This is an optimization exercise on Yosys and OpenROAD, whose aim is small area, not a production implementation.
The RTL was checked by simulation tests, not by an equivalence proof against the original design.
No activity file was given, so power comes from the tool's default toggle rates.

==> flow/design.v (outline; a module is shown in full before it is edited, if it fits) <==
// module fetcher: 12 lines
// module regfile: 38 lines
// module decoder: 342 lines
// module bkadd: 35 lines
// module executor: 103 lines
// module mul33: 8614 lines
// module accessor: 92 lines
// module writeback: 12 lines
// module littlecpu: 76 lines
module littlecpu(
  input  logic clk,
  input  logic reset,
  output logic [31:0] imem_addr,
  input  logic [31:0] imem_data,
  output logic [31:0] mem_addr,
  output logic [31:0] mem_wdata,
  output logic [3:0]  mem_wstrb,
  input  logic [31:0] mem_rdata,
  output logic trap
  );
  // ...
==> flow/flow/run.sh <==
#!/bin/bash
set -euo pipefail
W=$(pwd)
F=$W/flow
R=$W/orfs/results/$FLOW_PLATFORM/littlecpu/base
LIB=$FLOW_HOME/platforms/$FLOW_PLATFORM/lib/sky130_fd_sc_hd__tt_025C_1v80.lib
YBIN=$FLOW_HOME/../tools/install/yosys/bin
YOSYS=$(command -v yosys || echo $YBIN/yosys)
ABC=$(command -v yosys-abc || echo $YBIN/yosys-abc)
OPENROAD=$(command -v openroad || echo $FLOW_HOME/../tools/install/OpenROAD/bin/openroad)

bash standard.sh synth > $W/std_synth.log 2>&1
cp $R/1_2_yosys.v $W/std_synth.v

prep() {
  python3 $F/fapol.py $W/std_synth.v $W/fapol.v > $W/fapol.log 2>&1
  $YOSYS -p "read_liberty -ignore_miss_func $LIB; write_verilog -noattr $W/models_all.v" > $W/models.log 2>&1
  python3 $F/mkmodels.py $W/models_all.v $W/models_remap.v $W/models_eq.v >> $W/models.log 2>&1
  grep -oE "sky130_fd_sc_hd__[a-z0-9]*df[a-z0-9_]* +\S+" $W/std_synth.v | sort > $W/ff_std.txt
  python3 $F/cutff.py $W/std_synth.v $W/cut_std.v > $W/cut_std.log 2>&1
  $YOSYS -p "read_liberty -lib $LIB; read_verilog $W/cut_std.v; hierarchy -top $FLOW_TOP; \
    techmap -map $W/models_eq.v; techmap; opt_clean; flatten; write_blif $W/cut_std.blif" > $W/blif_std.log 2>&1
}

remap() {
  local t=$1 du
  du=$(grep -A40 "DONT_USE_CELLS +=" $FLOW_HOME/platforms/$FLOW_PLATFORM/config.mk | grep -o "sky130_fd_sc_hd__[a-z0-9_]*" | sed 's/^/-dont_use /' | tr '\n' ' ')
  $YOSYS -p "read_liberty -lib $LIB; read_verilog $W/fapol.v; hierarchy -top $FLOW_TOP; \
    techmap -map $W/models_remap.v; techmap; opt -purge; \
    abc -liberty $LIB $du -script $F/$t.abc; opt_clean -purge; \
    splitnets; opt_clean -purge; \
    hilomap -singleton -hicell sky130_fd_sc_hd__conb_1 HI -locell sky130_fd_sc_hd__conb_1 LO; \
    insbuf -buf sky130_fd_sc_hd__buf_4 A X; \
    write_verilog -noattr -nohex -nodec $W/remap_$t.v; stat -liberty $LIB" > $W/remap_$t.log 2>&1
  grep -oE "sky130_fd_sc_hd__[a-z0-9]*df[a-z0-9_]* +\S+" $W/remap_$t.v | sort > $W/ff_$t.txt
  cmp $W/ff_std.txt $W/ff_$t.txt > $W/ff_cmp_$t.log 2>&1
  python3 $F/cutff.py $W/remap_$t.v $W/cut_$t.v > $W/cut_$t.log 2>&1
  $YOSYS -p "read_liberty -lib $LIB; read_verilog $W/cut_$t.v; hierarchy -top $FLOW_TOP; \
    techmap -map $W/models_eq.v; techmap; opt_clean; flatten; write_blif $W/cut_$t.blif" > $W/blif_$t.log 2>&1
  $ABC -c "cec $W/cut_std.blif $W/cut_$t.blif" > $W/cec_$t.log 2>&1
  grep -q "Networks are equivalent" $W/cec_$t.log
  NET=$W/remap_$t.v $OPENROAD -no_init -exit $F/sta.tcl > $W/sta_$t.log 2>&1
  local area slack
  area=$(grep "Chip area for module" $W/remap_$t.log | tail -1 | awk '{print $NF}')
  slack=$(grep "^SLACK" $W/sta_$t.log | awk '{print $2}')
  echo "$t $area $slack" >> $W/remap_results.txt
}

best=""
if prep; then
  : > $W/remap_results.txt
  for t in m1 m2 m3 m4; do remap $t || echo "$t failed" >> $W/remap_results.txt; done
  best=$(awk 'NF == 3 && $3 >= 2e-10 { print $2, $1 }' $W/remap_results.txt | sort -g | head -1 | awk '{print $2}')
fi
if [[ -n "$best" ]]; then
  cp $W/remap_$best.v $R/1_2_yosys.v
  echo "remap $best used" > $W/remap_status.txt
else
  echo "no remap used; standard netlist kept" > $W/remap_status.txt
fi
touch $R/1_2_yosys.v
bash standard.sh "BUFFER_PORTS_ARGS=-buffer_cell sky130_fd_sc_hd__buf_1" \
  "CTS_ARGS=-sink_clustering_enable -repair_clock_nets -buf_list sky130_fd_sc_hd__clkbuf_8 -sink_clustering_size 12 -sink_clustering_max_diameter 60 -dont_use_dummy_load" \
  finish > $W/layout.log 2>&1
==> flow/flow/cutff.py <==
#!/usr/bin/env python3
"""Cut a mapped netlist at its flip-flops for a combinational equivalence check: each flip-flop
instance is removed, its output becomes an input port and its inputs output ports, named after
the instance. usage: cutff.py IN.v OUT.v"""
import re, sys
src = open(sys.argv[1]).read()
inst_re = re.compile(r'^\s*(sky130_fd_sc_hd__\w+)\s+(\S+)\s*\((.*?)\);\n', re.S | re.M)
ports_in, ports_out, assigns = [], [], []
def keep(m):
    t, name, body = m.group(1), m.group(2), m.group(3)
    if not re.search(r'__(e|s|se)?df', t):
        return m.group(0)
    key = re.sub(r'[^A-Za-z0-9_]', '_', name.lstrip('\\'))
    for p, n in re.findall(r'\.(\w+)\((.*?)\)\s*(?:,|$)', body, re.S):
        n = n.strip()
        if p == 'CLK' or n == '': continue
        pn = f"ff_{key}_{p}"
        if p in ('Q', 'Q_N'):
            ports_in.append(pn); assigns.append(f"  assign {n} = {pn} ;\n")
        else:
            ports_out.append(pn); assigns.append(f"  assign {pn} = {n} ;\n")
    return ''
body = inst_re.sub(keep, src)
m = re.search(r'module\s+(\S+)\s*\((.*?)\);', body, re.S)
allp = m.group(2).strip() + ''.join(', ' + p for p in ports_in + ports_out)
body = body[:m.start()] + f"module {m.group(1)}({allp});\n" + ''.join(f"  input {p};\n" for p in ports_in) + ''.join(f"  output {p};\n" for p in ports_out) + body[m.end():]
i = body.rindex('endmodule')
body = body[:i] + ''.join(assigns) + body[i:]
open(sys.argv[2], 'w').write(body)
print(len(ports_in), 'flip-flop outputs cut')
==> flow/flow/fapol.py <==
#!/usr/bin/env python3
"""Flip the polarity of full adders in a mapped netlist to remove inverters between them.
A full adder is self-dual: FA(~a,~b,~c) = (~sum, ~cout). Flipping one means putting inverters
on its three inputs and two outputs, which leaves the logic unchanged; a later ABC pass folds
the inverter pairs this creates. usage: fapol.py IN.v OUT.v"""
import re, sys
src = open(sys.argv[1]).read()
inst_re = re.compile(r'^(\s*)(sky130_fd_sc_hd__\w+)\s+(\S+)\s*\((.*?)\);\n', re.S | re.M)
pin_re = re.compile(r'\.(\w+)\(\s*(.*?)\s*\)(?=\s*[,)]|\s*$)', re.S)
insts = []
for m in inst_re.finditer(src):
    pins = {}
    for pm in re.finditer(r'\.(\w+)\((.*?)\)\s*(?:,|$)', m.group(4), re.S):
        pins[pm.group(1)] = pm.group(2).strip()
    insts.append(dict(type=m.group(2), name=m.group(3), pins=pins, span=m.span()))
OUTP = {'X', 'Y', 'Q', 'Q_N', 'SUM', 'COUT', 'HI', 'LO'}
drv = {}
loads = {}
for k, it in enumerate(insts):
    for p, n in it['pins'].items():
        if p in OUTP: drv[n] = (k, p)
        else: loads.setdefault(n, []).append((k, p))
def kind(t):
    t = t.replace('sky130_fd_sc_hd__', '')
    if re.match(r'(clk)?inv', t): return 'inv'
    if re.match(r'(clk)?buf_|clkbuf', t): return 'buf'
    if re.match(r'fa_', t): return 'fa'
    if re.match(r'ha_', t): return 'ha'
    if re.match(r'(e|s)?df|sdf|dl', t): return 'ff'
    if t.startswith('conb'): return 'const'
    return 'logic'
kinds = [kind(it['type']) for it in insts]
def trace(n):
    par = 0
    while n in drv and kinds[drv[n][0]] in ('inv', 'buf'):
        k = drv[n][0]
        if kinds[k] == 'inv': par ^= 1
        n = insts[k]['pins']['A']
    if n in drv:
        k, p = drv[n]
        return n, par, kinds[k], k
    return n, par, 'pi', None
fas = [k for k in range(len(insts)) if kinds[k] == 'fa']
fa_index = {k: i for i, k in enumerate(fas)}
# input terms: for FA j pin: (src_fa or None, parity, fixed_cost_kind)
terms = []
for k in range(len(insts)):
    kd = kinds[k]
    if kd not in ('fa', 'ha'): continue
    for p in ('A', 'B', 'CIN'):
        if p not in insts[k]['pins']: continue
        root, par, rk, rkidx = trace(insts[k]['pins'][p])
        me = fa_index.get(k) if kd == 'fa' else None
        if rk in ('fa', 'ha'):
            terms.append((fa_index.get(rkidx) if rk == 'fa' else None, me, par, 1.0))
        elif rk in ('ff', 'pi', 'const'):
            terms.append((None, me, par, 1.0))
        else:
            terms.append((None, me, par, 0.0))
# FA outputs going (through inv/buf chains) to flops / outputs
for k in fas:
    for p in ('SUM', 'COUT'):
        n0 = insts[k]['pins'].get(p)
        stack = [(n0, 0)]
        while stack:
            n, par = stack.pop()
            for (l, lp) in loads.get(n, []):
                if kinds[l] in ('inv', 'buf'):
                    stack.append((insts[l]['pins'][kinds[l] == 'inv' and 'Y' or 'X'], par ^ (kinds[l] == 'inv')))
                elif kinds[l] == 'ff':
                    terms.append((fa_index[k], None, par, 1.0))
N = len(fas)
f = [0] * N
adj = [[] for _ in range(N)]
for t, (a, b, w, wt) in enumerate(terms):
    if wt == 0: continue
    if a is not None: adj[a].append(t)
    if b is not None and b != a: adj[b].append(t)
def tcost(t):
    a, b, w, wt = terms[t]
    v = w ^ (f[a] if a is not None else 0) ^ (f[b] if b is not None else 0)
    return wt * v
def total(): return sum(tcost(t) for t in range(len(terms)))
before = total()
changed = True
it = 0
while changed and it < 50:
    changed = False; it += 1
    for i in range(N):
        c0 = sum(tcost(t) for t in adj[i])
        f[i] ^= 1
        c1 = sum(tcost(t) for t in adj[i])
        if c1 < c0: changed = True
        else: f[i] ^= 1
after = total()
sys.stderr.write(f"fapol: {N} full adders, inverter cost {before:.0f} -> {after:.0f}, flipped {sum(f)}\n")
# emit
out = []
pos = 0
cnt = [0]
def newnet():
    cnt[0] += 1
    return f"fapol_n{cnt[0]}"
newwires = []
extra = []
for k, it_ in enumerate(insts):
    s, e = it_['span']
    out.append(src[pos:s]); pos = e
    if kinds[k] == 'fa' and f[fa_index[k]]:
        pins = dict(it_['pins'])
        for p in ('A', 'B', 'CIN'):
            nn = newnet(); newwires.append(nn)
            extra.append(f"  sky130_fd_sc_hd__inv_1 fapol_i{cnt[0]} (.A({pins[p]} ), .Y({nn}));\n")
            pins[p] = nn
        for p in ('SUM', 'COUT'):
            nn = newnet(); newwires.append(nn)
            extra.append(f"  sky130_fd_sc_hd__inv_1 fapol_i{cnt[0]} (.A({nn}), .Y({pins[p]} ));\n")
            pins[p] = nn
        body = ",\n".join(f"    .{p}({n} )" for p, n in pins.items())
        out.append(f"  {it_['type']} {it_['name']} (\n{body}\n  );\n")
    else:
        out.append(src[s:e])
out.append(src[pos:])
res = "".join(out)
i = res.rindex("endmodule")
res = res[:i] + "".join(f"  wire {w};\n" for w in newwires) + "".join(extra) + res[i:]
open(sys.argv[2], 'w').write(res)
==> flow/flow/m1.abc <==
strash
&get -n
&st
&dc2
&dc2
&syn2
&dch -f
&nf -a -R 1000
&put
topo
==> flow/flow/m2.abc <==
strash
&get -n
&st
&dc2
&syn3
&dch -f
&nf -a -R 1000
&put
topo
==> flow/flow/m3.abc <==
strash
&get -n
&st
&dc2
&syn2
&dch -f
&nf -a -R 1000
&put
strash
&get -n
&st
&dc2
&syn2
&dch -f
&nf -a -R 1000
&put
topo
==> flow/flow/m4.abc <==
strash
&get -n
&st
&dc2
&syn2
&dch -f
&nf -a -R 1000
&put
topo
==> flow/flow/mkmodels.py <==
#!/usr/bin/env python3
"""From a Yosys write_verilog of the liberty file, keep the combinational cell models as a techmap
file: without full/half adders for the remap (OUT_REMAP), with them for the equivalence check
(OUT_EQ). usage: mkmodels.py ALL.v OUT_REMAP.v OUT_EQ.v"""
import re, sys
s = open(sys.argv[1]).read()
remap, eq = [], []
for body, name in re.findall(r'(module (\S+)\(.*?endmodule\n)', s, re.S):
    if 'always' in body or 'reg ' in body: continue
    if re.search(r'tap|fill|decap|diode|probe|lpflow|ebuf|einv|dlclkp|sdlclkp', name): continue
    if 'assign' not in body: continue
    eq.append(body)
    if not re.search(r'__(fa|ha)_\d', name): remap.append(body)
open(sys.argv[2], 'w').write('\n'.join(remap))
open(sys.argv[3], 'w').write('\n'.join(eq))
print(len(remap), len(eq), 'models')
==> flow/flow/sta.tcl <==
# pre-layout setup slack of a mapped netlist (no wires)
set P $::env(FLOW_HOME)/platforms/$::env(FLOW_PLATFORM)
read_lef $P/lef/sky130_fd_sc_hd.tlef
read_lef $P/lef/sky130_fd_sc_hd_merged.lef
read_liberty $P/lib/sky130_fd_sc_hd__tt_025C_1v80.lib
read_verilog $::env(NET)
link_design $::env(FLOW_TOP)
read_sdc $::env(FLOW_SDC)
puts "SLACK [sta::worst_slack_cmd max]"
==> flow/standard.sh <==
#!/bin/bash
# synth_recipe.tcl (not shown) runs the flow's synth.tcl, then flattens the netlist and writes it again
# the make line also repeats each setting of config.mk as NAME=value (left out here)
make -C /OpenROAD-flow-scripts/flow DESIGN_CONFIG=/design/flow/config.mk WORK_HOME=/design/flow/orfs CLKGATE_MAP_FILE= SYNTH_SCRIPT=/design/flow/synth_recipe.tcl "${@:-finish}"
==> flow/config.mk <==
export PLATFORM = sky130hd
export DESIGN_NAME = littlecpu
export DESIGN_NICKNAME = littlecpu
export VERILOG_FILES = /design/flow/design.v
export SDC_FILE = /design/flow/constraint.sdc
export NUM_CORES = 4
export LEC_CHECK = 0
export CAP_MARGIN = 10
export CORE_MARGIN = 2
export CORE_UTILIZATION = 40
export SLEW_MARGIN = 10
==> flow/constraint.sdc <==
create_clock -name core_clock -period 12.0 [get_ports {clk}]
set_input_delay 2.4000 -clock core_clock [delete_from_list [all_inputs] [get_ports {clk}]]
set_output_delay 2.4000 -clock core_clock [all_outputs]
set_load 0.01 [all_outputs]
==> metrics.yaml, run 1 <==
clocking:
  cts_hold_buf: 0
  postCtsSetupRepairBufs: 0
  cts_buffers: 146
  cts_tree: "done"
final_layout:
  buffers: 707
  inverters: 204
  nNetsFinal: 9929
  num-fill-cells: 20920
  layout_common_cells: "1292 x nor2_1, 1038 x fa_1, 992 x edfxtp_1"
  final-seq-area_um2: 37690
  multi_input_area_um2: 52650
  buffer_area_share_pct: 4.928
  syn2layout_area_growth_pct: 12.50
sta:
  timing_hold_violations_final: 0
  finalSetupViolCount: 0
  setup_tns_ps: 0
floorplan:
  start_util_pct: 40.28
  die_area_um2: 230500
  fp.dieW_um: 480.1
routing:
  drc: 0
  dr.pass1.iters: 15
  top_layer_used: "met5"
worst_setup_path:
  reg2regPathDepth: 41
  max_stage_delay_ps: 580
  path_depth: 41
  critPathMostFrequentCell: "a21o_1"
logic_synthesis:
  synth_cells: 7710
global_routing:
  grt_max_degree: 120
  antenna_found_initial: 43
  met3_usage_pct: 17.53
worst_hold_path:
  min_delay_path_depth: 0
run_status:
  status: "failed layout checks"
  violations: "max-capacitance violations"
pwr:
  clockPowerShare_pct: 21.0
  power_frac_seq_pct: 41.4
  ir_worst_vdd_v: 0.0001233
job:
  maxCapViolations: 1
placement:
  io_buffer_count: 163
==> module decoder, before the edit <==
module decoder (
  input  logic clk,
  input  logic reset,
  input  fetcher_output in,
  input  logic [31:0] reg_rs1,
  input  logic [31:0] reg_rs2,
  output logic [31:0] pc,
  output logic [4:0] rs1_out,
  output logic [4:0] rs2_out,
  output decoder_output out
);
  logic [31:0] instr;
  assign instr = in.instr;
  logic [4:0] rs1, rs2;
  assign rs1_out = reset ? 5'b0 : rs1;
  assign rs2_out = reset ? 5'b0 : rs2;
  logic [31:0] fetcher_pc;
  assign fetcher_pc = in.pc;
  logic [4:0] opcode;
  assign opcode = instr[6:2];
  logic [1:0] quadrant, cfunct2, cmath_funct2;
  assign quadrant = instr[1:0];
  logic uncompressed;
  assign uncompressed = quadrant == 2'b11;
  logic [2:0] funct3, cfunct3;
  logic [3:0] cfunct4;
  assign funct3 = instr[14:12];
  assign cfunct3 = instr[15:13];
  assign cfunct2 = instr[11:10];
  assign cmath_funct2 = instr[6:5];
  assign cfunct4 = instr[15:12];
  logic [5:0] cfunct6;
  assign cfunct6 = instr[15:10];
  logic [6:0] funct7;
  assign funct7 = instr[31:25];
  logic instr_auipc, instr_jal, instr_jalr, instr_beq, instr_bne, instr_blt, instr_bltu, instr_bge,
        instr_bgeu, instr_add, instr_sub, instr_mul, instr_mulh, instr_mulhu, instr_mulhsu,
        instr_div, instr_divu, instr_rem, instr_remu, instr_xor, instr_or, instr_and, instr_sll,
        instr_slt, instr_sltu, instr_srl, instr_sra, instr_lui, instr_lb, instr_lbu, instr_lhu,
        instr_lh, instr_lw, instr_sb, instr_sh, instr_sw, instr_ecall, instr_ebreak, instr_csrrw,
        instr_csrrs, instr_csrrc;
  logic [31:0] immediate, i_immediate, s_immediate, b_immediate, u_immediate, j_immediate;
  assign i_immediate = {{20{instr[31]}}, instr[31:20]};
  assign s_immediate = {{20{instr[31]}}, instr[31:25], instr[11:7]};
  assign b_immediate = {{20{instr[31]}}, instr[7], instr[30:25], instr[11:8], 1'b0};
  assign u_immediate = {instr[31], instr[30:20], instr[19:12], 12'b0};
  assign j_immediate = {{12{instr[31]}}, instr[19:12], instr[20], instr[30:21], 1'b0};
  logic [31:0] cl_immediate, clwsp_immediate, cli_immediate, css_immediate, cj_immediate,
    cb_immediate, clui_immediate, caddi_immediate, caddi16sp_immediate, caddi4spn_immediate;
  assign cl_immediate = {25'b0, instr[5], instr[12:10], instr[6], 2'b00};
  assign clwsp_immediate = {24'b0, instr[3:2], instr[12], instr[6:4], 2'b00};
  assign cli_immediate = {{26{instr[12]}}, instr[12], instr[6:2]};
  assign css_immediate = {24'b0, instr[8:7], instr[12:9], 2'b00};
  assign cj_immediate = {{20{instr[12]}}, instr[12], instr[8], instr[10], instr[9], instr[6],
                          instr[7], instr[2], instr[11], instr[5], instr[4], instr[3], 1'b0};
  assign cb_immediate = {{23{instr[12]}}, instr[12], instr[6:5], instr[2], instr[11:10], instr[4:3], 1'b0};
  assign clui_immediate = {{14{instr[12]}}, instr[12], instr[6:2], 12'b0};
  assign caddi_immediate = {{26{instr[12]}}, instr[12], instr[6:2]};
  assign caddi16sp_immediate = {{22{instr[12]}}, instr[12], instr[4:3], instr[5], instr[2], instr[6], 4'b0};
  assign caddi4spn_immediate = {22'b0, instr[10:7], instr[12:11], instr[5], instr[6], 2'b00};
  always_comb begin
    case (1'b1)
      instr_load_op || instr_jalr: immediate = i_immediate;
      instr_store_op: immediate = s_immediate;
      instr_lui_op || instr_auipc: immediate = u_immediate;
      instr_jal_op: immediate = j_immediate;
      instr_branch_op: immediate = b_immediate;
      instr_math_immediate_op: immediate = i_immediate;
      instr_clwsp: immediate = clwsp_immediate;
      instr_cswsp: immediate = css_immediate;
      instr_csw: immediate = cl_immediate;
      instr_clw: immediate = cl_immediate;
      instr_cj || instr_cjal: immediate = cj_immediate;
      instr_cbeqz || instr_cbnez: immediate = cb_immediate;
      instr_cli: immediate = cli_immediate;
      instr_clui: immediate = clui_immediate;
      instr_caddi: immediate = caddi_immediate;
      instr_caddi16sp: immediate = caddi16sp_immediate;
      instr_caddi4spn: immediate = caddi4spn_immediate;
      instr_candi: immediate = caddi_immediate;
      default: immediate = 32'b0;
    endcase
  end
  logic instr_lui_op, instr_jal_op, instr_jalr_op, instr_cj, instr_cjal, instr_cjr, instr_cjalr,
    instr_clui;
  assign instr_lui_op = opcode == 5'b01101 && uncompressed;
  assign instr_lui = instr_lui_op || instr_clui;
  assign instr_clui = quadrant == 2'b01 && cfunct3 == 3'b011 && clui_immediate != 0 &&
    instr[11:7] != 2;
  assign instr_auipc = opcode == 5'b00101 && uncompressed;
  assign instr_jal_op = opcode == 5'b11011 && uncompressed;
  assign instr_jal = instr_jal_op || instr_cj || instr_cjal;
  assign instr_jalr_op = opcode == 5'b11001 && uncompressed && funct3 == 3'b000;
  assign instr_jalr = instr_jalr_op || instr_cjr || instr_cjalr;
  assign instr_cj = quadrant == 2'b01 && cfunct3 == 3'b101;
  assign instr_cjal = quadrant == 2'b01 && cfunct3 == 3'b001;
  assign instr_cjr = quadrant == 2'b10 && cfunct3 == 3'b100 && instr[12] == 0 && instr[6:2] == 0 &&
    instr[11:7] != 0;
  assign instr_cjalr = quadrant == 2'b10 && cfunct3 == 3'b100 && instr[12] == 1 && instr[6:2] == 0 &&
    instr[11:7] != 0;
  logic instr_branch_op, instr_cbeqz, instr_cbnez;
  assign instr_branch_op = opcode == 5'b11000 && uncompressed;
  assign instr_beq = (instr_branch_op && funct3 == 3'b000) || instr_cbeqz;
  assign instr_bne = (instr_branch_op && funct3 == 3'b001) || instr_cbnez;
  assign instr_blt = instr_branch_op && funct3 == 3'b100;
  assign instr_bge = instr_branch_op && funct3 == 3'b101;
  assign instr_bltu = instr_branch_op && funct3 == 3'b110;
  assign instr_bgeu = instr_branch_op && funct3 == 3'b111;
  assign instr_cbeqz = quadrant == 2'b01 && cfunct3 == 3'b110;
  assign instr_cbnez = quadrant == 2'b01 && cfunct3 == 3'b111;
  logic instr_load_op, instr_clwsp, instr_clw;
  assign instr_load_op = opcode == 5'b00000 && uncompressed;
  assign instr_lb = instr_load_op && funct3 == 3'b000;
  assign instr_lh = instr_load_op && funct3 == 3'b001;
  assign instr_lw = (instr_load_op && funct3 == 3'b010) || instr_clwsp || instr_clw;
  assign instr_lbu = instr_load_op && funct3 == 3'b100;
  assign instr_lhu = instr_load_op && funct3 == 3'b101;
  assign instr_clwsp = quadrant == 2'b10 && cfunct3 == 3'b010 && instr[11:7] != 5'b0;
  assign instr_clw = quadrant == 2'b00 && cfunct3 == 3'b010;
  logic instr_store_op, instr_cswsp, instr_csw;
  assign instr_store_op = opcode == 5'b01000 && uncompressed;
  assign instr_sb = instr_store_op && funct3 == 3'b000;
  assign instr_sh = instr_store_op && funct3 == 3'b001;
  assign instr_sw = (instr_store_op && funct3 == 3'b010) || instr_cswsp || instr_csw;
  assign instr_cswsp = quadrant == 2'b10 && cfunct3 == 3'b110;
  assign instr_csw = quadrant == 2'b00 && cfunct3 == 3'b110;
  logic math_low;
  assign math_low = funct7 == 7'b0000000;
  logic math_high;
  assign math_high = funct7 == 7'b0100000;
  logic instr_math_immediate, instr_math_immediate_op, instr_cli, instr_caddi, instr_caddi16sp,
    instr_caddi4spn, instr_cslli, instr_csrli, instr_csrai, instr_candi, instr_addi, instr_slti,
    instr_sltiu, instr_xori, instr_ori, instr_andi, instr_slli, instr_srli, instr_srai;
  assign instr_math_immediate_op = opcode == 5'b00100 && uncompressed;
  assign instr_addi = (instr_math_immediate_op && funct3 == 3'b000) || instr_cli || instr_caddi ||
    instr_caddi16sp || instr_caddi4spn;
  assign instr_caddi = quadrant == 2'b01 && cfunct3 == 3'b000;
  assign instr_caddi16sp = quadrant == 2'b01 && cfunct3 == 3'b011 && instr[11:7] == 2 &&
    caddi16sp_immediate != 0;
  assign instr_caddi4spn = quadrant == 2'b00 && cfunct3 == 3'b000 && caddi4spn_immediate != 0;
  assign instr_cli = quadrant == 2'b01 && cfunct3 == 3'b010;
  assign instr_slti = instr_math_immediate_op && funct3 == 3'b010;
  assign instr_sltiu = instr_math_immediate_op && funct3 == 3'b011;
  assign instr_xori = instr_math_immediate_op && funct3 == 3'b100;
  assign instr_ori = instr_math_immediate_op && funct3 == 3'b110;
  assign instr_andi = (instr_math_immediate_op && funct3 == 3'b111) || instr_candi;
  assign instr_candi = quadrant == 2'b01 && cfunct3 == 3'b100 && cfunct2 == 2'b10;
  assign instr_slli = (instr_math_immediate_op && math_low && funct3 == 3'b001) || instr_cslli;
  assign instr_srli = (instr_math_immediate_op && math_low && funct3 == 3'b101) || instr_csrli;
  assign instr_srai = (instr_math_immediate_op && math_high && funct3 == 3'b101) || instr_csrai;
  assign instr_cslli = quadrant == 2'b10 && cfunct4 == 4'b0000;
  assign instr_csrli = quadrant == 2'b01 && cfunct4 == 4'b1000 && cfunct2 == 2'b00;
  assign instr_csrai = quadrant == 2'b01 && cfunct4 == 4'b1000 && cfunct2 == 2'b01;
  assign instr_math_immediate = instr_addi || instr_slti || instr_sltiu || instr_xori || instr_ori || instr_andi ||
    instr_slli || instr_srli || instr_srai;
  logic instr_math_op, instr_cmv, instr_cadd, instr_cand, instr_cor, instr_cxor, instr_csub;
  assign instr_math_op = opcode == 5'b01100 && uncompressed;
  assign instr_add = (instr_math_op && math_low && funct3 == 3'b000) || instr_cmv || instr_cadd || instr_addi;
  assign instr_cmv = quadrant == 2'b10 && cfunct4 == 4'b1000 && instr[6:2] != 0;
  assign instr_cadd = quadrant == 2'b10 && cfunct4 == 4'b1001 && instr[6:2] != 0;
  assign instr_sub = (instr_math_op && math_high && funct3 == 3'b000) || instr_csub;
  assign instr_csub = quadrant == 2'b01 && cfunct6 == 6'b100011 && cmath_funct2 == 2'b00;
  assign instr_sll = instr_math_op && math_low && funct3 == 3'b001 || instr_slli;
  assign instr_slt = instr_math_op && math_low && funct3 == 3'b010 || instr_slti;
  assign instr_sltu = instr_math_op && math_low && funct3 == 3'b011 || instr_sltiu;
  assign instr_xor = (instr_math_op && math_low && funct3 == 3'b100) || instr_cxor || instr_xori;
  assign instr_cxor = quadrant == 2'b01 && cfunct6 == 6'b100011 && cmath_funct2 == 2'b01;
  assign instr_srl = instr_math_op && math_low && funct3 == 3'b101 || instr_srli;
  assign instr_sra = instr_math_op && math_high && funct3 == 3'b101 || instr_srai;
  assign instr_or = (instr_math_op && math_low && funct3 == 3'b110) || instr_cor || instr_ori;
  assign instr_cor = quadrant == 2'b01 && cfunct6 == 6'b100011 && cmath_funct2 == 2'b10;
  assign instr_and = (instr_math_op && math_low && funct3 == 3'b111) || instr_cand || instr_andi;
  assign instr_cand = quadrant == 2'b01 && cfunct6 == 6'b100011 && cmath_funct2 == 2'b11;
  logic instr_m;
  assign instr_m = instr_math_op && funct7 == 7'b0000001;
  assign instr_mul = instr_m && funct3 == 3'b000;
  assign instr_mulh = instr_m && funct3 == 3'b001;
  assign instr_mulhu = instr_m && funct3 == 3'b011;
  assign instr_mulhsu = instr_m && funct3 == 3'b010;
  assign instr_div = instr_m && funct3 == 3'b100;
  assign instr_divu = instr_m && funct3 == 3'b101;
  assign instr_rem = instr_m && funct3 == 3'b110;
  assign instr_remu = instr_m && funct3 == 3'b111;
  logic instr_csr, instr_csrrwi, instr_csrrsi, instr_csrrci;
  assign instr_csr = opcode == 5'b11100 && uncompressed;
  assign instr_csrrw = instr_csr && funct3 == 3'b001 || instr_csrrwi;
  assign instr_csrrs = instr_csr && funct3 == 3'b010 || instr_csrrsi;
  assign instr_csrrc = instr_csr && funct3 == 3'b011 || instr_csrrci;
  assign instr_csrrwi = instr_csr && funct3 == 3'b101;
  assign instr_csrrsi = instr_csr && funct3 == 3'b110;
  assign instr_csrrci = instr_csr && funct3 == 3'b111;
  logic instr_error;
  assign instr_error = opcode == 5'b11100 && uncompressed && funct3 == 0 && rs1 == 0 && rd == 0;
  assign instr_ecall = instr_error && !{|instr[31:20]};
  assign instr_ebreak = instr_error && |instr[31:20];
  logic instr_valid;
  assign instr_valid = instr_auipc || instr_jal || instr_jalr || instr_beq || instr_bne || instr_blt
    || instr_bltu || instr_bge || instr_bgeu || instr_add || instr_sub || instr_xor || instr_or ||
    instr_and || instr_mul || instr_mulh || instr_mulhu || instr_mulhsu || instr_div || instr_divu
    || instr_rem || instr_remu || instr_sll || instr_slt || instr_sltu || instr_srl || instr_sra ||
    instr_lui || instr_lb || instr_lbu || instr_lh || instr_lhu || instr_lw || instr_sb || instr_sh
    || instr_sw || instr_ecall || instr_ebreak;
  logic [4:0] rd;
  always_comb begin
    case (1'b1)
      instr_beq || instr_bne || instr_blt || instr_bge || instr_bltu || instr_bgeu ||
        instr_sb || instr_sh || instr_sw || instr_cj || instr_cjr: rd = 0;
      instr_cjal || instr_cjalr: rd = 1;
      instr_clw || instr_caddi4spn: rd = {2'b01, instr[4:2]};
      instr_csrai || instr_csrli || instr_candi || instr_cand ||
        instr_cor || instr_cxor || instr_csub: rd = {2'b01, instr[9:7]};
      default: rd = instr[11:7];
    endcase
  end
  always_comb begin
    case (1'b1)
      instr_clwsp || instr_cswsp || instr_caddi4spn: rs1 = 2;
      instr_clw || instr_csw || instr_cbeqz || instr_cbnez ||
        instr_csrai || instr_csrli || instr_candi || instr_cand ||
        instr_cor || instr_cxor || instr_csub: rs1 = {2'b01, instr[9:7]};
      instr_cjr || instr_cjalr || instr_cslli: rs1 = instr[11:7];
      instr_cli || instr_cmv: rs1 = 0;
      instr_caddi || instr_caddi16sp || instr_cadd: rs1 = instr[11:7];
      default: rs1 = instr[19:15];
    endcase  
  end
  always_comb begin
    case(1'b1)
      instr_cswsp || instr_cslli || instr_csrai || instr_csrli || instr_cmv || instr_cadd: rs2 = instr[6:2];
      instr_csw || instr_cand || instr_cor || instr_cxor || instr_csub: rs2 = {2'b01, instr[4:2]};
      instr_cbeqz || instr_cbnez: rs2 = 0;
      default: rs2 = instr[24:20];
    endcase
  end
  logic instr_math, instr_shift;
  assign instr_math = instr_add || instr_sub || instr_sll || instr_slt || instr_sltu || instr_xor || instr_srl ||
    instr_sra || instr_or || instr_and || instr_mul || instr_mulh || instr_mulhu || instr_mulhsu || instr_div ||
    instr_divu || instr_rem || instr_remu;
  assign instr_shift = instr_sll || instr_slt || instr_sltu || instr_xor || instr_srl || instr_sra;
  logic [31:0] math_arg;
  always_comb
    if (instr_math_immediate) math_arg = instr_shift ? {27'b0, rs2} : immediate;
    else math_arg = reg_rs2;
  logic [31:0] pc_inc;
  assign pc_inc = uncompressed ? 4 : 2;
  logic [31:0] pc_plus, pc_target, rs1_imm, cmp;
  logic        pc_c, rs1_imm_c, cmp_c;
  logic [31:0] inc_c;
  assign pc_plus[0] = fetcher_pc[0];
  assign inc_c[0] = 1'b0;
  assign pc_plus[1] = fetcher_pc[1] ^ !uncompressed;
  assign inc_c[1] = fetcher_pc[1] & !uncompressed;
  assign pc_plus[2] = fetcher_pc[2] ^ (uncompressed | inc_c[1]);
  assign inc_c[2] = fetcher_pc[2] & (uncompressed | inc_c[1]);
  for (genvar i = 3; i < 32; i++) begin : inc
    assign pc_plus[i] = fetcher_pc[i] ^ inc_c[i-1];
    assign inc_c[i] = fetcher_pc[i] & inc_c[i-1];
  end
  bkadd #(32) add_target(.a(fetcher_pc), .b(immediate), .ci(1'b0), .s(pc_target), .co(pc_c));
  bkadd #(32) add_rs1_imm(.a(immediate), .b(reg_rs1), .ci(1'b0), .s(rs1_imm), .co(rs1_imm_c));
  bkadd #(32) add_cmp(.a(reg_rs1), .b(~reg_rs2), .ci(1'b1), .s(cmp), .co(cmp_c));
  logic br_eq, br_ltu, br_lt, taken;
  assign br_eq = reg_rs1 == reg_rs2;
  assign br_ltu = !cmp_c;
  assign br_lt = (reg_rs1[31] ^ reg_rs2[31]) ? reg_rs1[31] : br_ltu;
  always_comb begin
    case (1'b1)
      instr_beq: taken = br_eq;
      instr_bne: taken = !br_eq;
      instr_blt: taken = br_lt;
      instr_bltu: taken = br_ltu;
      instr_bge: taken = !br_lt;
      instr_bgeu: taken = !br_ltu;
      default: taken = 0;
    endcase
  end
  always_ff @(posedge clk) begin
    if (reset) begin
      pc <= 0;
      out <= 0;
    end else begin
      pc <= pc_plus;
      out.mem_addr <= rs1_imm;
      out.rs1 <= instr_lui ? immediate : reg_rs1;
      out.rs2 <= instr_math ? math_arg : reg_rs2;
      out.rd <= rd;
      out.is_add <= instr_add;
      out.is_sub <= instr_sub;
      out.is_xor <= instr_xor;
      out.is_or <= instr_or;
      out.is_and <= instr_and;
      out.is_mul <= instr_mul;
      out.is_mulh <= instr_mulh;
      out.is_mulhu <= instr_mulhu;
      out.is_mulhsu <= instr_mulhsu;
      out.is_div <= instr_div;
      out.is_divu <= instr_divu;
      out.is_rem <= instr_rem;
      out.is_remu <= instr_remu;
      out.is_sll <= instr_sll;
      out.is_slt <= instr_slt;
      out.is_sltu <= instr_sltu;
      out.is_srl <= instr_srl;
      out.is_sra <= instr_sra;
      out.is_lui <= instr_lui;
      out.is_lb <= instr_lb;
      out.is_lbu <= instr_lbu;
      out.is_lhu <= instr_lhu;
      out.is_lh <= instr_lh;
      out.is_lw <= instr_lw;
      out.is_sb <= instr_sb;
      out.is_sh <= instr_sh;
      out.is_sw <= instr_sw;
      out.is_ecall <= instr_ecall;
      out.is_ebreak <= instr_ebreak;
      out.is_csrrw <= instr_csrrw;
      out.is_csrrs <= instr_csrrs;
      out.is_csrrc <= instr_csrrc;
      out.is_valid_instr <= instr_valid;
      case(1'b1)
        instr_auipc: begin
          out.rs1 <= reg_rs1;
          out.rs2 <= reg_rs2;
          out.is_add <= 1;
        end
        instr_jal || instr_jalr: begin
          pc <= instr_jalr ? {rs1_imm[31:1], 1'b0} : pc_target;
          out.rs1 <= fetcher_pc;
          out.rs2 <= pc_inc;
          out.is_add <= 1;
        end
        instr_beq || instr_bne || instr_blt || instr_bltu || instr_bge || instr_bgeu: begin
          pc <= taken ? pc_target : pc_plus;
          out.rs1 <= 0;
          out.rs2 <= 0;
          out.rd <= 0;
        end
        default: ;
      endcase
    end
  end
endmodule
==> module executor, before the edit <==
module executor(
  input  logic clk,
  input  logic reset,
  input  decoder_output in,
  output executor_output out
);
  logic [31:0] rs1, rs2;
  assign rs1 = in.rs1;
  assign rs2 = in.rs2;
  logic        busy;
  logic [6:0]  counter;
  logic mul_sign_x, mul_sign_y;
  logic [63:0] multiply;
  assign mul_sign_x = rs1[0] & in.is_mulh;
  assign mul_sign_y = rs2[0] & (in.is_mulh | in.is_mulhsu);
  mul33 mul(.a(rs1), .b(rs2), .sa(mul_sign_x), .sb(mul_sign_y), .p(multiply));
  logic        do_sub;
  logic [32:0] sum;
  assign do_sub = !in.is_add;
  bkadd #(32) alu_add(.a(rs1), .b(rs2 ^ {32{do_sub}}), .ci(do_sub), .s(sum[31:0]), .co(sum[32]));
  logic ltu, lts;
  assign ltu = !sum[32];
  assign lts = (rs1[31] ^ rs2[31]) ? rs1[31] : ltu;
  logic [31:0] sh_in, sh_out, sh_rev;
  logic        sh_big, sh_fill;
  always_comb
    for (int i = 0; i < 32; i++) sh_in[i] = in.is_sll ? rs1[31 - i] : rs1[i];
  assign sh_big = |rs2[31:5];
  assign sh_fill = in.is_sra & !in.is_sll & !in.is_srl & rs1[31];
  assign sh_out = sh_big ? {32{sh_fill}} : 32'($signed({sh_fill, sh_in}) >>> rs2[4:0]);
  always_comb
    for (int i = 0; i < 32; i++) sh_rev[i] = sh_out[31 - i];
  logic is_muls, is_divs, starts_div;
  assign is_muls = in.is_mul | in.is_mulh | in.is_mulhu | in.is_mulhsu;
  assign is_divs = in.is_div | in.is_divu | in.is_rem | in.is_remu;
  logic [31:0] result;
  always_comb begin
    starts_div = 0;
    case (1'b1)
      in.is_add: result = sum[31:0];
      in.is_lui: result = rs1;
      in.is_sub: result = sum[31:0];
      in.is_sll: result = sh_rev;
      in.is_slt: result = {31'b0, lts};
      in.is_sltu: result = {31'b0, ltu};
      in.is_xor: result = rs1 ^ rs2;
      in.is_srl: result = sh_out;
      in.is_sra: result = sh_out;
      in.is_or: result = rs1 | rs2;
      in.is_and: result = rs1 & rs2;
      is_muls: result = in.is_mul ? multiply[31:0] : multiply[63:32];
      default: begin
        result = 0;
        starts_div = is_divs;
      end
    endcase
  end
  logic [31:0] dx, dy, rem_x, quo;
  logic        y_zero, y_one, quo_ones, flip31, set30;
  assign dx = out.mem_addr;
  assign dy = out.mem_data;
  assign y_zero = dy == 0;
  assign y_one = dy == 1;
  assign quo_ones = y_zero & (dx == 0);
  assign flip31 = dy[0] & ((|dy[31:1]) | !dx[31]);
  assign set30 = y_one & (dx == 32'h80000000);
  assign rem_x = dx ^ {flip31, set30, 30'b0};
  always_ff @(posedge clk) begin
    if (reset) begin
      busy <= 0;
      counter <= 0;
      out <= 0;
    end else if (!busy) begin
      out.rd <= in.rd;
      out.rd_data <= result;
      out.mem_addr <= in.mem_addr;
      out.mem_data <= in.rs2;
      out.is_lb <= in.is_lb;
      out.is_lbu <= in.is_lbu;
      out.is_lh <= in.is_lh;
      out.is_lhu <= in.is_lhu;
      out.is_lw <= in.is_lw;
      out.is_sb <= in.is_sb;
      out.is_sh <= in.is_sh;
      out.is_sw <= in.is_sw;
      if (starts_div) begin
        busy <= 1;
        counter <= 65;
      end
    end else if (counter != 0) begin
      counter <= counter - 1;
    end else begin
      case (1'b1)
        in.is_div: out.rd_data <= {{31{quo_ones & !(in.rs1[31] ^ in.rs2[31])}}, quo_ones};
        in.is_divu: out.rd_data <= {32{quo_ones}};
        in.is_rem: out.rd_data <= in.rs1[31] ? -rem_x : rem_x;
        in.is_remu: out.rd_data <= rem_x;
        default: ;
      endcase
      busy <= 0;
    end
  end
endmodule
==> run 2, diff against run 1 <==
--- a/flow/design.v
+++ b/flow/design.v
@@ -400,12 +400,56 @@
     endcase
   end
+  logic [31:0] rs1_next;
+  always_comb begin
+    case (1'b1)
+      instr_auipc: rs1_next = reg_rs1;
+      instr_jal || instr_jalr: rs1_next = fetcher_pc;
+      instr_beq || instr_bne || instr_blt || instr_bltu || instr_bge || instr_bgeu: rs1_next = 0;
+      default: rs1_next = instr_lui ? immediate : reg_rs1;
+    endcase
+  end
   always_ff @(posedge clk) begin
+    out.rs1 <= rs1_next;
     if (reset) begin
       pc <= 0;
-      out <= 0;
+      out.rd <= 0;
+      out.rs2 <= 0;
+      out.mem_addr <= 0;
+      out.is_valid_instr <= 0;
+      out.is_add <= 0;
+      out.is_sub <= 0;
+      out.is_xor <= 0;
+      out.is_or <= 0;
+      out.is_and <= 0;
+      out.is_mul <= 0;
+      out.is_mulh <= 0;
+      out.is_mulhu <= 0;
+      out.is_mulhsu <= 0;
+      out.is_div <= 0;
+      out.is_divu <= 0;
+      out.is_rem <= 0;
+      out.is_remu <= 0;
+      out.is_sll <= 0;
+      out.is_slt <= 0;
+      out.is_sltu <= 0;
+      out.is_srl <= 0;
+      out.is_sra <= 0;
+      out.is_lui <= 0;
+      out.is_lb <= 0;
+      out.is_lbu <= 0;
+      out.is_lhu <= 0;
+      out.is_lh <= 0;
+      out.is_lw <= 0;
+      out.is_sb <= 0;
+      out.is_sh <= 0;
+      out.is_sw <= 0;
+      out.is_ecall <= 0;
+      out.is_ebreak <= 0;
+      out.is_csrrw <= 0;
+      out.is_csrrs <= 0;
+      out.is_csrrc <= 0;
     end else begin
       pc <= pc_plus;
       out.mem_addr <= rs1_imm;
-      out.rs1 <= instr_lui ? immediate : reg_rs1;
       out.rs2 <= instr_math ? math_arg : reg_rs2;
       out.rd <= rd;
@@ -445,5 +489,4 @@
       case(1'b1)
         instr_auipc: begin
-          out.rs1 <= reg_rs1;
           out.rs2 <= reg_rs2;
           out.is_add <= 1;
@@ -451,5 +494,4 @@
         instr_jal || instr_jalr: begin
           pc <= instr_jalr ? {rs1_imm[31:1], 1'b0} : pc_target;
-          out.rs1 <= fetcher_pc;
           out.rs2 <= pc_inc;
           out.is_add <= 1;
@@ -457,5 +499,4 @@
         instr_beq || instr_bne || instr_blt || instr_bltu || instr_bge || instr_bgeu: begin
           pc <= taken ? pc_target : pc_plus;
-          out.rs1 <= 0;
           out.rs2 <= 0;
           out.rd <= 0;
@@ -571,12 +612,35 @@
   assign set30 = y_one & (dx == 32'h80000000);
   assign rem_x = dx ^ {flip31, set30, 30'b0};
+  logic [31:0] rd_data_next;
+  always_comb begin
+    rd_data_next = out.rd_data;
+    if (!busy) rd_data_next = result;
+    else if (counter == 0)
+      case (1'b1)
+        in.is_div: rd_data_next = {{31{quo_ones & !(in.rs1[31] ^ in.rs2[31])}}, quo_ones};
+        in.is_divu: rd_data_next = {32{quo_ones}};
+        in.is_rem: rd_data_next = in.rs1[31] ? -rem_x : rem_x;
+        in.is_remu: rd_data_next = rem_x;
+        default: ;
+      endcase
+  end
   always_ff @(posedge clk) begin
+    out.rd_data <= rd_data_next;
     if (reset) begin
       busy <= 0;
       counter <= 0;
-      out <= 0;
+      out.rd <= 0;
+      out.mem_addr <= 0;
+      out.mem_data <= 0;
+      out.is_lb <= 0;
+      out.is_lbu <= 0;
+      out.is_lh <= 0;
+      out.is_lhu <= 0;
+      out.is_lw <= 0;
+      out.is_sb <= 0;
+      out.is_sh <= 0;
+      out.is_sw <= 0;
     end else if (!busy) begin
       out.rd <= in.rd;
-      out.rd_data <= result;
       out.mem_addr <= in.mem_addr;
       out.mem_data <= in.rs2;
@@ -596,11 +660,4 @@
       counter <= counter - 1;
     end else begin
-      case (1'b1)
-        in.is_div: out.rd_data <= {{31{quo_ones & !(in.rs1[31] ^ in.rs2[31])}}, quo_ones};
-        in.is_divu: out.rd_data <= {32{quo_ones}};
-        in.is_rem: out.rd_data <= in.rs1[31] ? -rem_x : rem_x;
-        in.is_remu: out.rd_data <= rem_x;
-        default: ;
-      endcase
       busy <= 0;
     end
@@ -9274,44 +9331,49 @@
     end  
   end  
+  logic [31:0] rd_data_next;
+  always_comb begin
+    rd_data_next = in.rd_data;
+    case (1'b1)
+      in.is_lb: begin
+        case (addr24)
+          2'b00: rd_data_next = {{24{mem_rdata[7]}}, mem_rdata[7:0]};
+          2'b01: rd_data_next = {{24{mem_rdata[15]}}, mem_rdata[15:8]};
+          2'b10: rd_data_next = {{24{mem_rdata[23]}}, mem_rdata[23:16]};
+          2'b11: rd_data_next = {{24{mem_rdata[31]}}, mem_rdata[31:24]};
+        endcase
+      end
+      in.is_lbu: begin
+        case (addr24)
+          2'b00: rd_data_next = {24'b0, mem_rdata[7:0]};
+          2'b01: rd_data_next = {24'b0, mem_rdata[15:8]};
+          2'b10: rd_data_next = {24'b0, mem_rdata[23:16]};
+          2'b11: rd_data_next = {24'b0, mem_rdata[31:24]};
+        endcase
+      end
+      in.is_lh: begin
+        case (addr16)
+          1'b0: rd_data_next = {{16{mem_rdata[15]}}, mem_rdata[15:0]};
+          1'b1: rd_data_next = {{16{mem_rdata[31]}}, mem_rdata[31:16]};
+        endcase
+      end
+      in.is_lhu: begin
+        case (addr16)
+          1'b0: rd_data_next = {16'b0, mem_rdata[15:0]};
+          1'b1: rd_data_next = {16'b0, mem_rdata[31:16]};
+        endcase
+      end
+      in.is_lw: rd_data_next = mem_rdata;
+      default: ;
+    endcase
+  end
   always_ff @(posedge clk) begin
+    out.rd_data <= rd_data_next;
     if (reset) begin
-      out <= 0;
+      out.rd <= 0;
       mem_wdata <= 0;
     end else begin
       mem_wdata <= write_request;
-      out.rd_data <= in.rd_data;
       out.rd <= in.rd;
-      case (1'b1)
-        in.is_lb: begin
-          case (addr24)
-            2'b00: out.rd_data <= {{24{mem_rdata[7]}}, mem_rdata[7:0]};
-            2'b01: out.rd_data <= {{24{mem_rdata[15]}}, mem_rdata[15:8]};
-            2'b10: out.rd_data <= {{24{mem_rdata[23]}}, mem_rdata[23:16]};
-            2'b11: out.rd_data <= {{24{mem_rdata[31]}}, mem_rdata[31:24]};
-          endcase
-        end
-        in.is_lbu: begin
-          case (addr24)
-            2'b00: out.rd_data <= {24'b0, mem_rdata[7:0]};
-            2'b01: out.rd_data <= {24'b0, mem_rdata[15:8]};
-            2'b10: out.rd_data <= {24'b0, mem_rdata[23:16]};
-            2'b11: out.rd_data <= {24'b0, mem_rdata[31:24]};
-          endcase
-        end
-        in.is_lh: begin
-          case (addr16)
-            1'b0: out.rd_data <= {{16{mem_rdata[15]}}, mem_rdata[15:0]};
-            1'b1: out.rd_data <= {{16{mem_rdata[31]}}, mem_rdata[31:16]};
-          endcase
-        end
-        in.is_lhu: begin
-          case (addr16)
-            1'b0: out.rd_data <= {16'b0, mem_rdata[15:0]};
-            1'b1: out.rd_data <= {16'b0, mem_rdata[31:16]};
-          endcase
-        end
-        in.is_lw: out.rd_data <= mem_rdata;
-      endcase
-    end  
+    end
   end
 endmodule
--- a/flow/flow/run.sh
+++ b/flow/flow/run.sh
@@ -31,6 +31,9 @@
     splitnets; opt_clean -purge; \
     hilomap -singleton -hicell sky130_fd_sc_hd__conb_1 HI -locell sky130_fd_sc_hd__conb_1 LO; \
-    insbuf -buf sky130_fd_sc_hd__buf_4 A X; \
-    write_verilog -noattr -nohex -nodec $W/remap_$t.v; stat -liberty $LIB" > $W/remap_$t.log 2>&1
+    insbuf -buf sky130_fd_sc_hd__buf_1 A X; \
+    write_verilog -noattr -nohex -nodec $W/abc_$t.v" > $W/remap_$t.log 2>&1
+  # full-adder polarities again, now against the mapped cells around them
+  python3 $F/fapol2.py $LIB $W/abc_$t.v $W/remap_$t.v > $W/fapol2_$t.log 2>&1
+  $YOSYS -p "read_liberty -lib $LIB; read_verilog $W/remap_$t.v; hierarchy -top $FLOW_TOP; stat -liberty $LIB" > $W/stat_$t.log 2>&1
   grep -oE "sky130_fd_sc_hd__[a-z0-9]*df[a-z0-9_]* +\S+" $W/remap_$t.v | sort > $W/ff_$t.txt
   cmp $W/ff_std.txt $W/ff_$t.txt > $W/ff_cmp_$t.log 2>&1
@@ -42,5 +45,5 @@
   NET=$W/remap_$t.v $OPENROAD -no_init -exit $F/sta.tcl > $W/sta_$t.log 2>&1
   local area slack
-  area=$(grep "Chip area for module" $W/remap_$t.log | tail -1 | awk '{print $NF}')
+  area=$(grep "Chip area for module" $W/stat_$t.log | tail -1 | awk '{print $NF}')
   slack=$(grep "^SLACK" $W/sta_$t.log | awk '{print $2}')
   echo "$t $area $slack" >> $W/remap_results.txt
@@ -50,5 +53,5 @@
 if prep; then
   : > $W/remap_results.txt
-  for t in m1 m2 m3 m4; do remap $t || echo "$t failed" >> $W/remap_results.txt; done
+  for t in m1 m2 m3 m4 m5 m6; do remap $t || echo "$t failed" >> $W/remap_results.txt; done
   best=$(awk 'NF == 3 && $3 >= 2e-10 { print $2, $1 }' $W/remap_results.txt | sort -g | head -1 | awk '{print $2}')
 fi
==> flow/flow/fapol2.py (new file) <==
#!/usr/bin/env python3
"""Choose full-adder polarities in a mapped netlist, cell by cell.

A full adder is self-dual: FA(~a,~b,~c) = (~sum, ~cout). Flipping one puts inverters on its
inputs and outputs, which leaves the logic unchanged; the inverters then fold into the cells
around it: an inverter pair cancels, an inverter after a single-load gate turns the gate into
its complement (and2 -> nand2, ...). Flips are chosen by a local search on the area this saves.
usage: fapol2.py LIBERTY IN.v OUT.v"""
import itertools, re, sys

lib_path, src_path, out_path = sys.argv[1:4]
P = 'sky130_fd_sc_hd__'

# ---- cell areas and complement pairs (same inputs, inverted output) from the liberty file
lib = open(lib_path).read()
area, pinfo = {}, {}
for c in re.split(r'\n\s*cell\s*\(', lib)[1:]:
    n = re.match(r'\s*"?(\w+)"?', c).group(1)
    if not n.startswith(P): continue
    n = n[len(P):]
    a = re.search(r'\barea\s*:\s*([\d.]+)', c)
    if not a: continue
    area[n] = float(a.group(1))
    pins = {}
    for pm in re.finditer(r'\n\s*pin\s*\(\s*"?(\w+)"?\s*\)\s*\{(.*?)\n\s*\}', c, re.S):
        d = re.search(r'direction\s*:\s*"?(\w+)', pm.group(2))
        f = re.search(r'\bfunction\s*:\s*"([^"]*)"', pm.group(2))
        pins[pm.group(1)] = (d.group(1) if d else None, f.group(1) if f else None)
    pinfo[n] = pins

def truth(n):
    pins = pinfo[n]
    ins = sorted(p for p, (d, f) in pins.items() if d == 'input')
    outs = [(p, f) for p, (d, f) in pins.items() if d == 'output' and f]
    if len(outs) != 1 or len(ins) > 6: return None
    op, f = outs[0]
    e = f.replace('!', ' not ').replace('&', ' and ').replace('|', ' or ').replace('^', ' != ')
    t = []
    for v in itertools.product([False, True], repeat=len(ins)):
        env = dict(zip(ins, v))
        t.append(bool(eval(re.sub(r'\b([A-Z]\w*)\b', lambda m: str(env[m.group(1)]) if m.group(1) in env else m.group(1), e))))
    return tuple(ins), op, tuple(t)

SKIP = re.compile(r'lpflow|probe|clk|dly|conb|tap|fill|decap|diode|ebuf|einv|df|dl|sdf|fa_|ha_|buf|inv|mux4|maj')
tabs = {}
for n in area:
    if SKIP.search(n): continue
    try:
        r = truth(n)
    except Exception:
        r = None
    if r: tabs[n] = r
comp = {}
for x, (ins, op, t) in tabs.items():
    best = None
    for y, (ins2, op2, t2) in tabs.items():
        if ins2 == ins and all(a != b for a, b in zip(t, t2)):
            if best is None or area[y] < area[best]: best = y
    if best: comp[x] = (best, op, tabs[best][1])
INV = 'inv_1'
A_INV = area[INV]

# ---- netlist
src = open(src_path).read()
head_end = None
cells = []   # [type, name, {pin: net}] ; type None = deleted
for m in re.finditer(r'^\s*' + P + r'(\w+)\s+(\S+)\s*\((.*?)\);\n', src, re.S | re.M):
    pins = {p: v.strip() for p, v in re.findall(r'\.(\w+)\((.*?)\)\s*(?:,|$)', m.group(3), re.S)}
    cells.append([m.group(1), m.group(2), pins])
first = re.search(r'^\s*' + P, src, re.M).start()
last_m = None
for last_m in re.finditer(r'^\s*' + P + r'\w+\s+\S+\s*\(.*?\);\n', src, re.S | re.M): pass
prefix, suffix = src[:first], src[last_m.end():]
OUTP = {'X', 'Y', 'Q', 'Q_N', 'SUM', 'COUT', 'HI', 'LO'}
port_out = set()
for m in re.finditer(r'^\s*output\s+(?:\[(\d+):(\d+)\]\s*)?(\S+)\s*;', prefix, re.M):
    if m.group(1):
        for i in range(int(m.group(2)), int(m.group(1)) + 1): port_out.add(f"{m.group(3)}[{i}]")
    else: port_out.add(m.group(3))

def build():
    drv, loads = {}, {}
    for k, (t, nm, pins) in enumerate(cells):
        if t is None: continue
        for p, n in pins.items():
            if p in OUTP: drv[n] = (k, p)
            else: loads.setdefault(n, []).append((k, p))
    return drv, loads
drv, loads = build()
def is_inv(t): return t is not None and re.match(r'(clk)?inv_\d|clkinvlp', t) is not None
def fanout(n): return len(loads.get(n, [])) + (1 if n in port_out else 0)

fas = [k for k, c in enumerate(cells) if c[0] and c[0].startswith('fa_')]
idx = {k: i for i, k in enumerate(fas)}
N = len(fas)
unary = [0.0] * N
pairs = []
for k in fas:
    i = idx[k]
    for p in ('A', 'B', 'CIN'):
        n = cells[k][2][p]
        d = drv.get(n)
        if d is None:
            unary[i] += A_INV; continue
        dk, dp = d
        dt = cells[dk][0]
        if dk in idx:
            pairs.append((idx[dk], i, A_INV)); continue
        if is_inv(dt) and fanout(n) == 1:
            m = cells[dk][2]['A']
            s = drv.get(m)
            if s is not None and s[0] in idx:
                pairs.append((idx[s[0]], i, -A_INV))   # the inverter goes if the polarities differ
            else:
                unary[i] -= area[dt]
            continue
        if dt in comp and fanout(n) == 1:
            unary[i] += area[comp[dt][0]] - area[dt]; continue
        unary[i] += A_INV
    for p in ('SUM', 'COUT'):
        s = cells[k][2][p]
        need_inv = s in port_out
        for (l, lp) in loads.get(s, []):
            lt = cells[l][0]
            if l in idx: continue                      # counted as that adder's input
            if is_inv(lt):
                y = cells[l][2]['Y']
                if fanout(y) == 1 and loads.get(y) and loads[y][0][0] in idx: continue   # pair term
                unary[i] -= area[lt]; continue
            need_inv = True
        if need_inv: unary[i] += A_INV
f = [0] * N
adj = [[] for _ in range(N)]
for t, (a, b, w) in enumerate(pairs):
    adj[a].append(t); adj[b].append(t)
def local(i):
    c = unary[i] * f[i]
    for t in adj[i]:
        a, b, w = pairs[t]
        c += w * (f[a] ^ f[b])
    return c
import random
rng = random.Random(1)
def total():
    return sum(unary[i] * f[i] for i in range(N)) + sum(w * (f[a] ^ f[b]) for a, b, w in pairs)
def descend():
    changed, rounds = True, 0
    while changed and rounds < 100:
        changed = False; rounds += 1
        for i in range(N):
            c0 = local(i); f[i] ^= 1; c1 = local(i)
            if c1 < c0 - 1e-9: changed = True
            else: f[i] ^= 1
best_f, best_c = None, None
for start in (0, 1):
    f[:] = [start] * N
    descend()
    # annealing from there
    cur = total()
    T = 4.0
    steps = 40 * N
    for s_ in range(steps):
        i = rng.randrange(N)
        c0 = local(i); f[i] ^= 1; d = local(i) - c0
        if d <= 0 or rng.random() < pow(2.718281828, -d / T):
            cur += d
        else:
            f[i] ^= 1
        T = max(0.02, 4.0 * (1 - s_ / steps))
    descend()
    c = total()
    if best_c is None or c < best_c: best_c, best_f = c, list(f)
f[:] = best_f
est = sum(unary[i] * f[i] for i in range(N)) + sum(w * (f[a] ^ f[b]) for a, b, w in pairs)

# ---- rewrite: flipped adders get inverters on all pins, then inverters are folded
cnt = [0]
def newnet():
    cnt[0] += 1
    return f"fapol2_n{cnt[0]}"
newnets = []
for k in fas:
    if not f[idx[k]]: continue
    pins = cells[k][2]
    for p in ('A', 'B', 'CIN'):
        nn = newnet(); newnets.append(nn)
        cells.append([INV, f"fapol2_i{cnt[0]}", {'A': pins[p], 'Y': nn}])
        pins[p] = nn
    for p in ('SUM', 'COUT'):
        nn = newnet(); newnets.append(nn)
        cells.append([INV, f"fapol2_i{cnt[0]}", {'A': nn, 'Y': pins[p]}])
        pins[p] = nn

def rewire(old, new):
    for (l, lp) in loads.get(old, []):
        cells[l][2][lp] = new
        loads.setdefault(new, []).append((l, lp))
    loads[old] = []

def drop(k):
    c = cells[k]
    for p, n in c[2].items():
        if p in OUTP:
            if drv.get(n, (None,))[0] == k: del drv[n]
        else:
            loads[n] = [(l, lp) for (l, lp) in loads.get(n, []) if l != k]
    c[0] = None

def fold():
    global drv, loads
    drv, loads = build()
    work = [k for k, c in enumerate(cells) if is_inv(c[0])]
    while work:
        nxt = []
        for k in work:
            c = cells[k]
            if not is_inv(c[0]): continue
            a, y = c[2]['A'], c[2]['Y']
            if fanout(y) == 0:
                drop(k); continue
            if y in port_out: continue
            d = drv.get(a)
            if d is None: continue
            g = cells[d[0]]
            if is_inv(g[0]):
                # inverter fed by an inverter: its loads take the first inverter's input
                src_net = g[2]['A']
                moved = [l for (l, lp) in loads.get(y, [])]
                rewire(y, src_net); drop(k)
                nxt.extend(l for l in moved if is_inv(cells[l][0]))
                if fanout(a) == 0: drop(d[0])
                continue
            if g[0] in comp and fanout(a) == 1 and a not in port_out:
                # the only load of a gate with a complement: use the complement
                ct, op_old, op_new = comp[g[0]]
                drop(k)
                del drv[a]
                del g[2][op_old]
                g[2][op_new] = y
                g[0] = ct
                drv[y] = (d[0], op_new)
                nxt.extend(l for (l, lp) in loads.get(y, []) if is_inv(cells[l][0]))
                continue
        # two inverters on the same net: keep one
        seen = {}
        for k, c in enumerate(cells):
            if not is_inv(c[0]): continue
            a, y = c[2]['A'], c[2]['Y']
            if y in port_out: continue
            if a in seen:
                moved = [l for (l, lp) in loads.get(y, [])]
                rewire(y, seen[a]); drop(k)
                nxt.extend(l for l in moved if is_inv(cells[l][0]))
            else:
                seen[a] = y
        work = nxt
fold()

tot0 = 0.0
body = []
for t, nm, pins in cells:
    if t is None: continue
    pl = ",\n".join(f"    .{p}({n} )" for p, n in pins.items())
    body.append(f"  {P}{t} {nm} (\n{pl}\n  );\n")
used = set()
for t, nm, pins in cells:
    if t is None: continue
    used.update(pins.values())
decl = "".join(f"  wire {n};\n" for n in newnets if n in used)
open(out_path, 'w').write(prefix + decl + "".join(body) + suffix)
sys.stderr.write(f"fapol2: {N} full adders, {sum(f)} flipped, estimated change {est:.1f} um2\n")
==> flow/flow/m5.abc (new file) <==
strash
&get -n
&st
&dc2
&syn3
&dc2
&dch -f
&nf -a -R 1000
&put
topo
==> flow/flow/m6.abc (new file) <==
strash
dc2
&get -n
&st
&syn2
&dch -f
&nf -a -R 1000
&put
topo
--- a/flow/config.mk
+++ b/flow/config.mk
@@ -6,6 +6,6 @@
 export NUM_CORES = 4
 export LEC_CHECK = 0
-export CAP_MARGIN = 10
+export CAP_MARGIN = 20
 export CORE_MARGIN = 2
 export CORE_UTILIZATION = 40
-export SLEW_MARGIN = 10
+export SLEW_MARGIN = 20
==> metrics.yaml, run 2 <==
run_status:
  status: "no timing/DRC/antenna violations"  # was failed layout checks
job:
  maxCapViolations: 0  # was 1
routing:
  finalWirelength_um: 488300  # was 503000 um
  vias_per_cell: 7.133  # was 7.135
  vias: 82000  # was 82330
  drc: 0  # unchanged
  wire_per_inst_um: 42.47  # was 43.59 um
  dr.pass1.iters: 14  # was 15
  drtIter0Drc: 16970  # was 17610
  ant_nets: 0  # unchanged
floorplan:
  start_util_pct: 40.13  # was 40.28%
  die_area_um2: 231400  # was 230500 um2
  fp.dieW_um: 481.1  # was 480.1 um
  num_rows: 175  # was 174
  io_pins: 167  # unchanged
  core-area_um2: 226800  # was 225100 um2
  dieHeight_um: 481.1  # was 480.1 um
final_layout:
  top_register: "regfile.regs"  # unchanged
  biggestRegsByFlops: "regfile.regs: 992 flops, decoder.out: 128 flops, executor.out: 109 flops"  # unchanged
  final_common_cell: "nor2_1"  # unchanged
  syn2layout_area_growth_pct: 11.80  # was 12.50%
  layout_common_cells: "1341 x nor2_1, 1038 x fa_1, 1024 x edfxtp_1"  # was 1292 x nor2_1, 1038 x fa_1, 992 x edfxtp_1
  largest_reg_flops: 992  # unchanged
  drive_gt1_share_pct: 8.501  # was 9.857%
  num-fill-cells: 21030  # was 20920
  nNetsFinal: 9875  # was 9929
clocking:
  cts_buffer_depth: 3  # unchanged
  cts_buffers: 151  # was 146
  clk_pin_slew_worst_paths_ps: 90  # about the same
  insertion_delay_ps: 1010  # about the same
  cts_tree: "done"  # unchanged
  clockRootBuffer: "clkbuf_8"  # unchanged
  htree_levels: 4  # unchanged
  clkSinkCount: 1386  # unchanged
pwr:
  p_comb_share_pct: 51.3  # was 37.7%
  clockPowerShare_pct: 16.2  # was 21.0%
  cellPowerDensity_nw_per_um2: 170.6  # was 128.1 nW/um2
  switching_share_pct: 46.71  # was 40.33%
  p_switching_mw: 8.112  # was 5.269 mW
  power_frac_seq_pct: 32.4  # was 41.4%
  leakagePower_nw: 40.18  # was 40.55 nW
  internal_power_mw: 9.254  # was 7.797 mW
  ir_worst_vdd_v: 0.0003813  # was 0.0001233 V
placement:
  io_buffer_count: 163  # unchanged
  place.gp.congestion: 1.040  # was 1.055
  hpwlAfterDp_um: 328900  # was 345300 um
sta:
  fmax_mhz: 86.22  # was 86.01 MHz
  finalCritPeriodShare_pct: 96.65  # was 96.89%
  post-route-min-period_ps: 11600  # was 11630 ps
  slew_headroom_pct: 6.443  # was 1.760%
  worst_pin_slew_ps: 1393  # was 1462 ps
  finalSetupViolCount: 0  # unchanged
  maxSlewViolCount: 0  # unchanged
  fin_skew_ps: 181.4  # was 151.1 ps
  whs_ps: 252.5  # was 290.5 ps
  setup_tns_ps: 0  # unchanged
  timing_hold_violations_final: 0  # unchanged
  rsz0062_at_grt: "no"
worst_setup_path:
  path_buf_inv: 1  # was 2
  crit_slowest_cell: "nor2_1"  # was fa_1
  critPathMostFrequentCell: "fa_1"  # was a21o_1
  crit_required_ps: 12740  # was 12820 ps
  max_stage_delay_ps: 920  # was 580 ps
  crit_arrival_ps: 12340  # was 12450 ps
  crit_path_end_kind: "flop"  # unchanged
  cp_max_fo: 9  # was 4
  cp_top_family: "adder cells"  # was compound AO/OA/AOI/OAI gates
  worstSetupPathType: "reg -> reg"  # unchanged
  startpoint_type: "flop"  # unchanged
logic_synthesis:
  synth_area_um2: 91040  # was 90680 um2
  yosys_warnings: 6  # unchanged
  synth_area_per_cell_um2: 11.71  # was 11.76 um2
  synth_cells: 7777  # was 7710
global_routing:
  grt_pass1_wl_um: 659800  # was 676500 um
  gr-total-overflow: 0  # unchanged
  antenna_found_initial: 39  # was 43
  first_global_vias: 80190  # was 80740
  track_usage_pct: 41.31  # was 42.77%
  grt_max_degree: 69  # was 120
worst_hold_path:
  hold_path.class: "reg -> reg"  # unchanged
-- run 2: worst reg2reg max path: cells and delay by family (launching register included) --
| kind | cells | cell delay (ps) |
|---|---|---|
| fa+ha+maj | 10 | 4840 |
| compound gates | 21 | 3600 |
| simple gates | 9 | 2080 |
| flops | 1 | 400 |
| mux | 1 | 180 |
| buf+inv | 1 | 290 |
-- run 2: final cells by class --
| type | count | area (um2) | share of cell area (%) |
|---|---|---|---|
| tap | 3009 | 3765 | 3.699 |
| clock buffer | 151 | 2078 | 2.042 |
| sequential | 1386 | 38010 | 37.34 |
| antenna | 30 | 75.07 | 0.07376 |
| multi-input combinational | 6131 | 52920 | 52.00 |
| timing repair buffer | 580 | 4109 | 4.037 |
| inverter | 210 | 822.0 | 0.8076 |
-- run 2: routing by layer --
metal  vias up  global-route usage, %  wire length, um
li1      30630                      -                -
met1     40720                  50.13           163300
met2      8155                  59.59           204000
met3      2462                  14.66            71920
met4        32                  32.51            48890
met5         -                 0.1657              262
-- run 2: worst paths after layout --
path / startpoint / to / slack (ps) / cells after the start
worst max-delay path: decoder.out[102] / executor.out[102] / 400 / 42
worst min-delay path: accessor.out[3] / regfile.wdata_q[3] / 250 / 0
worst max register to register: decoder.out[102] / executor.out[102] / 400 / 42
worst min register to register: accessor.out[3] / regfile.wdata_q[3] / 250 / 0
-- run 2: what timing repair did --
action | in CTS | in global routing
endpoints found under the hold margin | 0 | 0
setup buffers | 0 | 7
hold buffers | 0 | 0
gates resized for setup | 0 | 20
setup endpoints to repair | 0 | 4
-- run 2: stage by stage --
stage	cells	total power [mW]	setup slack, ps	instance area (um2)	util (%)
global placement	11310	14.14	-16.43	99480	43.85
floorplan	7779	9.965	662.4	91050	-
finish	11500	17.37	401.6	101800	44.87
detailed placement	11310	14.20	-10.85	99500	43.86
CTS	11460	16.93	67.20	101600	44.78
global route	11470	17.85	10.48	101700	44.84
-- run 2: power groups by stage --
stage               clock (mW)  sequential (mW)  combinational, mW
floorplan                    0             5.65               4.32
global placement             0             5.71               8.42
detailed placement           0             5.72               8.49
CTS                       2.79             5.61               8.53
global route              2.95             5.64               9.26
finish                    2.82             5.63               8.92

-- static timing again, ports no longer ideal --
The results above use ideal ports. As a check the final layouts listed here were re-extracted and re-timed, cells and wires unchanged. Step 1 assumes that a clkbuf_16 drives the clock port and a buf_2 every other input. Step 2 moves the port delays by t, midway between the first and last clock arrival at a register: inputs arrive t later, outputs are due t later. That takes back most of the time a late clock gives input paths. a / b / c = no drivers / after step 1 / after step 2; a / b = the first two.
run | t, ns | setup WS [ns] | worst hold slack (ns) | slew at the worst register clock pin (ns) | worst slew at a driven data input, ns
run 1 | 1.016 | 0.373 / 0.373 / 0.007 | 0.291 / 0.291 / 0.291 | 0.09 / 0.09 | 0.07
run 2 | 1.010 | 0.402 / 0.402 / -0.223 | 0.253 / 0.253 / 0.253 | 0.09 / 0.09 | 0.11
Met with ideal ports but missed after step 2: setup timing in run 2. For run 2, which loses most, drivers alone change the setup slack by 0.000 ns; drivers and shift together by -0.625 ns.
